Background: an optimization exercise with open tools, aiming at small area, a short achievable clock period and few clock cycles. Do not read the settings as production practice. In this exercise RTL edits were held to simulation tests only and were not proved equivalent to the original.

== build 10 ==
// Milestone1
module Milestone1 (
	input  logic        Clock,
	input  logic        Resetn,
	input  logic        Enable,
	output logic [17:0] SRAM_address,
	input  logic [15:0] SRAM_read_data,
	output logic [15:0] SRAM_write_data,
	output logic        SRAM_we_n
);
For scale: about 2200 cells after synthesis.
export LEC_CHECK = 0
export CAP_MARGIN = 20
export CORE_MARGIN = 2
export CORE_UTILIZATION = 60
export PLACE_DENSITY = 0.75
export SETUP_SLACK_MARGIN = 5
export SLEW_MARGIN = 20
create_clock -name core_clock -period 12.0 [get_ports {Clock}]
standard.sh (not shown) runs the stock make flow with config.mk's settings and CLKGATE_MAP_FILE= SYNTH_SCRIPT=/design/flow/synth_recipe.tcl, a recipe that flattens the netlist after the stock synthesis.
==> flow/flow/run.sh <==
#!/bin/bash
set -euo pipefail
sed 's/SETUP_SLACK_MARGIN=5 /SETUP_SLACK_MARGIN=8.6 /' standard.sh > standard_margin.sh
grep -q 'SETUP_SLACK_MARGIN=8.6 ' standard_margin.sh
bash standard_margin.sh > standard_margin.log 2>&1
Build 10 completed every stage of the flow, and the final layout passed the timing, design-rule and antenna checks.
Testbench counts of build 10, summed over its fixed seeds: cycles 1,545,712.
Edits applied to the flow inputs when going from build 10 to build 44:
==> flow/flow/run.sh <==
#!/bin/bash
set -euo pipefail
sed 's/SETUP_SLACK_MARGIN=5 /SETUP_SLACK_MARGIN=9.0 /' standard.sh > standard_margin.sh
grep -q 'SETUP_SLACK_MARGIN=9.0 ' standard_margin.sh
bash standard_margin.sh > standard_margin.log 2>&1
Notes after the runs:
Build 44: done, clean on timing, DRC and antenna. Build 44 vs. build 10: global-route usage went up by 1.6 points. Between build 10 and build 44, first-pass GRT wire length increased. Compared with build 10, build 44 shows a higher total detailed-routing wirelength. Total met2 wirelength after detailed routing ended up 2.5 mm higher on build 44 than on build 10. When build 44 is set beside build 10, its half-perimeter wire length of the detailed placement result turns out to be about 0.6% larger.
--- input diff build 44..build 11 ---
Settings: putting CTS_CLUSTER_SIZE at 30 where nothing was set; putting CTS_CLUSTER_DIAMETER at 60 where nothing was set.
==> flow/flow/run.sh <==
#!/bin/bash
set -euo pipefail
sed 's/SETUP_SLACK_MARGIN=5 /SETUP_SLACK_MARGIN=8.6 /' standard.sh > standard_margin.sh
grep -q 'SETUP_SLACK_MARGIN=8.6 ' standard_margin.sh
bash standard_margin.sh > standard_margin.log 2>&1
--- outcome ---
Share of the final layout cell area in multi-input gates (higher): build 11
Between build 11 and build 44, the worst-case hold slack does not differ in any meaningful way.
Build 11 and build 44 ended up with nearly the same maximum frequency.
From build 11 to build 44, total nets after synthesis did not move at all.
Number of non-clock buffers was lower in build 11 than in build 44.

job 4470:
Another version of the RTL of Milestone1 (not shown whole).
Size in the first run: about 2400 cells after synthesis, roughly 54 I/O pins, about 25000 µm² of cells after synthesis.
Design Milestone1, start of the top module:
module Milestone1 (
	input  logic        Clock,
	input  logic        Resetn,
	input  logic        Enable,
	output logic [17:0] SRAM_address,
	input  logic [15:0] SRAM_read_data,
	output logic [15:0] SRAM_write_data,
	output logic        SRAM_we_n
);
export LEC_CHECK = 0
export CAP_MARGIN = 20
export CORE_MARGIN = 2
export CORE_UTILIZATION = 40
export PLACE_DENSITY = 0.6
export SETUP_SLACK_MARGIN = 5
export SLEW_MARGIN = 20
create_clock -name core_clock -period 12.0 [get_ports {Clock}]
run.sh (not shown) runs the stock make flow with config.mk's settings and CLKGATE_MAP_FILE= SYNTH_SCRIPT=/design/flow/synth_recipe.tcl, a recipe that flattens the netlist after the stock synthesis.
Stock flow here: none of the scripts above is used.
Testbench counts of job 4470, summed over its fixed seeds: cycles 1,543,760.
Modified inputs, job 1556 compared to job 4470
- a deleted SETUP_SLACK_MARGIN that had been 5
## What came out
Job 1556 gives less fraction of final layout cells with drive strength greater than 1 than job 4470 did. Share of the cycle needed by the critical path after routing on job 1556 is up relative to job 4470. The count of non-filler cells in the finished layout was comparable across job 4470 and job 1556. Run comparison: job 1556 slowest stage cell on the critical path sky130_fd_sc_hd__dfxtp_4; job 4470 slowest stage cell on the critical path sky130_fd_sc_hd__fa_1. Register fraction of the total cell area essentially unchanged between job 1556 and job 4470. Comparing the two runs side by side, job 1556 comes out ahead of job 4470 on routed wire length. Delta (job 1556 minus job 4470): final area shrank by about 0.5%, transition time at the pin with the least slew margin saw a decrease, met1 layer wirelength in the final routing saw little to no change, worst relative slew slack now larger. The non-clock buffer count in job 4470 is 1.10 times that in job 1556.

Milestone1 with an RTL version that a note above also has.
Size: roughly 2200 cells after synthesis, about 54 I/O pins, about 25000 um^2 of cells after synthesis.
export LEC_CHECK = 0
export ABC_CLOCK_PERIOD_IN_PS = 4000
export CAP_MARGIN = 20
export CORE_MARGIN = 2
export CORE_UTILIZATION = 40
export PLACE_DENSITY = 0.6
export SETUP_SLACK_MARGIN = 5
export SLEW_MARGIN = 20
create_clock -name core_clock -period 12.0 [get_ports {Clock}]
The first run finished with timing, DRC and antenna clean.
Testbench counts at the start, summed over its fixed seeds: cycles 1,545,712.
Then changed:
==> flow/flow/run.sh (new file) <==
#!/bin/bash
set -euo pipefail
sed 's/SETUP_SLACK_MARGIN=5 /SETUP_SLACK_MARGIN=8.6 /' standard.sh > standard_margin.sh
grep -q 'SETUP_SLACK_MARGIN=8.6 ' standard_margin.sh
bash standard_margin.sh > standard_margin.log 2>&1
==> flow/standard.sh (new file) <==
#!/bin/bash
# synth_recipe.tcl (not shown) runs the flow's synth.tcl, then flattens the netlist and writes it again
# the make line also repeats each setting of config.mk as NAME=value (left out here)
make -C /OpenROAD-flow-scripts/flow DESIGN_CONFIG=/design/flow/config.mk WORK_HOME=/design/flow/orfs CLKGATE_MAP_FILE= SYNTH_SCRIPT=/design/flow/synth_recipe.tcl "${@:-finish}"
- ABC_AREA: default -> 1
- ABC_CLOCK_PERIOD_IN_PS: 4000 -> default
- CORE_UTILIZATION: 40 -> 60
- CTS_CLUSTER_DIAMETER: default -> 100
- CTS_CLUSTER_SIZE: default -> 24
- PLACE_DENSITY: 0.6 -> 0.75
removed: flow/run.sh
Effect: Critical path depth came out lower by 12. Setup slack improves by 0.58 ns. Synthesized cell count came out higher by 15%.
Then changed:
==> flow/run.sh (new file) <==
#!/bin/bash
# synth_recipe.tcl (not shown) runs the flow's synth.tcl, then flattens the netlist and writes it again
# the make line also repeats each setting of config.mk as NAME=value (left out here)
make -C /OpenROAD-flow-scripts/flow DESIGN_CONFIG=/design/flow/config.mk WORK_HOME=/design/flow/orfs CLKGATE_MAP_FILE= SYNTH_SCRIPT=/design/flow/synth_recipe.tcl finish
- CTS_CLUSTER_DIAMETER: 100 -> default
- CTS_CLUSTER_SIZE: 24 -> default
removed: flow/flow/run.sh
removed: flow/standard.sh
The changed run completed with no timing, DRC or antenna violations.
Hold slack barely changes.
Design area goes up by 0.57%.
Worst setup slack is worse by 0.39 ns.
Routed wire length goes down by about 1%.
Via count shrinks by 0.51%.
Synthesized cell count does not change.
Clock-buffer cell count went up by 26.
Critical path depth stays the same.
Global-route usage barely changes.
Die area does not change.

-- static timing again, ports no longer ideal --
The flow's constraints put no driver on any port. The routed layouts listed below were extracted and timed again, unchanged, in two steps.
Step 1 sets driving cells, clkbuf_16 on the clock port and buf_2 on the other inputs (assumed; they add their load-dependent delay and slew).
Step 2 moves the port delays by t, midway between the first and last clock arrival at a register: inputs arrive t later, outputs are due t later. That takes back most of the time a late clock gives input paths.
Slacks: ideal ports / drivers / drivers and shift; pairs: ideal ports / drivers.
run | t (ns) | slack for setup (ns) | worst hold slack (ns) | slew at the worst register clock pin (ns) | worst data-port slew with drivers (ns)
build 10 | 0.630 | 8.401 / 8.345 / 8.457 | 0.436 / 0.436 / 0.436 | 0.07 / 0.07 | 0.04
build 44 | 0.642 | 8.384 / 8.328 / 8.503 | 0.441 / 0.441 / 0.441 | 0.07 / 0.07 | 0.04
build 11 | 0.654 | 8.382 / 8.324 / 8.458 | 0.440 / 0.440 / 0.440 | 0.10 / 0.10 | 0.04
job 4470 | 0.623 | 5.300 / 5.300 / 5.300 | 0.439 / 0.439 / 0.439 | 0.06 / 0.06 | 0.04
job 1556 | 0.621 | 4.410 / 4.410 / 4.410 | 0.439 / 0.439 / 0.439 | 0.06 / 0.06 | 0.04
the first run of note 3 | 0.641 | 7.806 / 7.806 / 7.806 | 0.438 / 0.438 / 0.438 | 0.07 / 0.07 | 0.04
the second run of note 3 | 0.619 | 8.390 / 8.337 / 8.541 | 0.439 / 0.439 / 0.439 | 0.10 / 0.10 | 0.04
the third run of note 3 | 0.629 | 7.998 / 7.945 / 8.009 | 0.438 / 0.438 / 0.438 | 0.07 / 0.07 | 0.05
After both steps setup and hold are still met in every run listed.
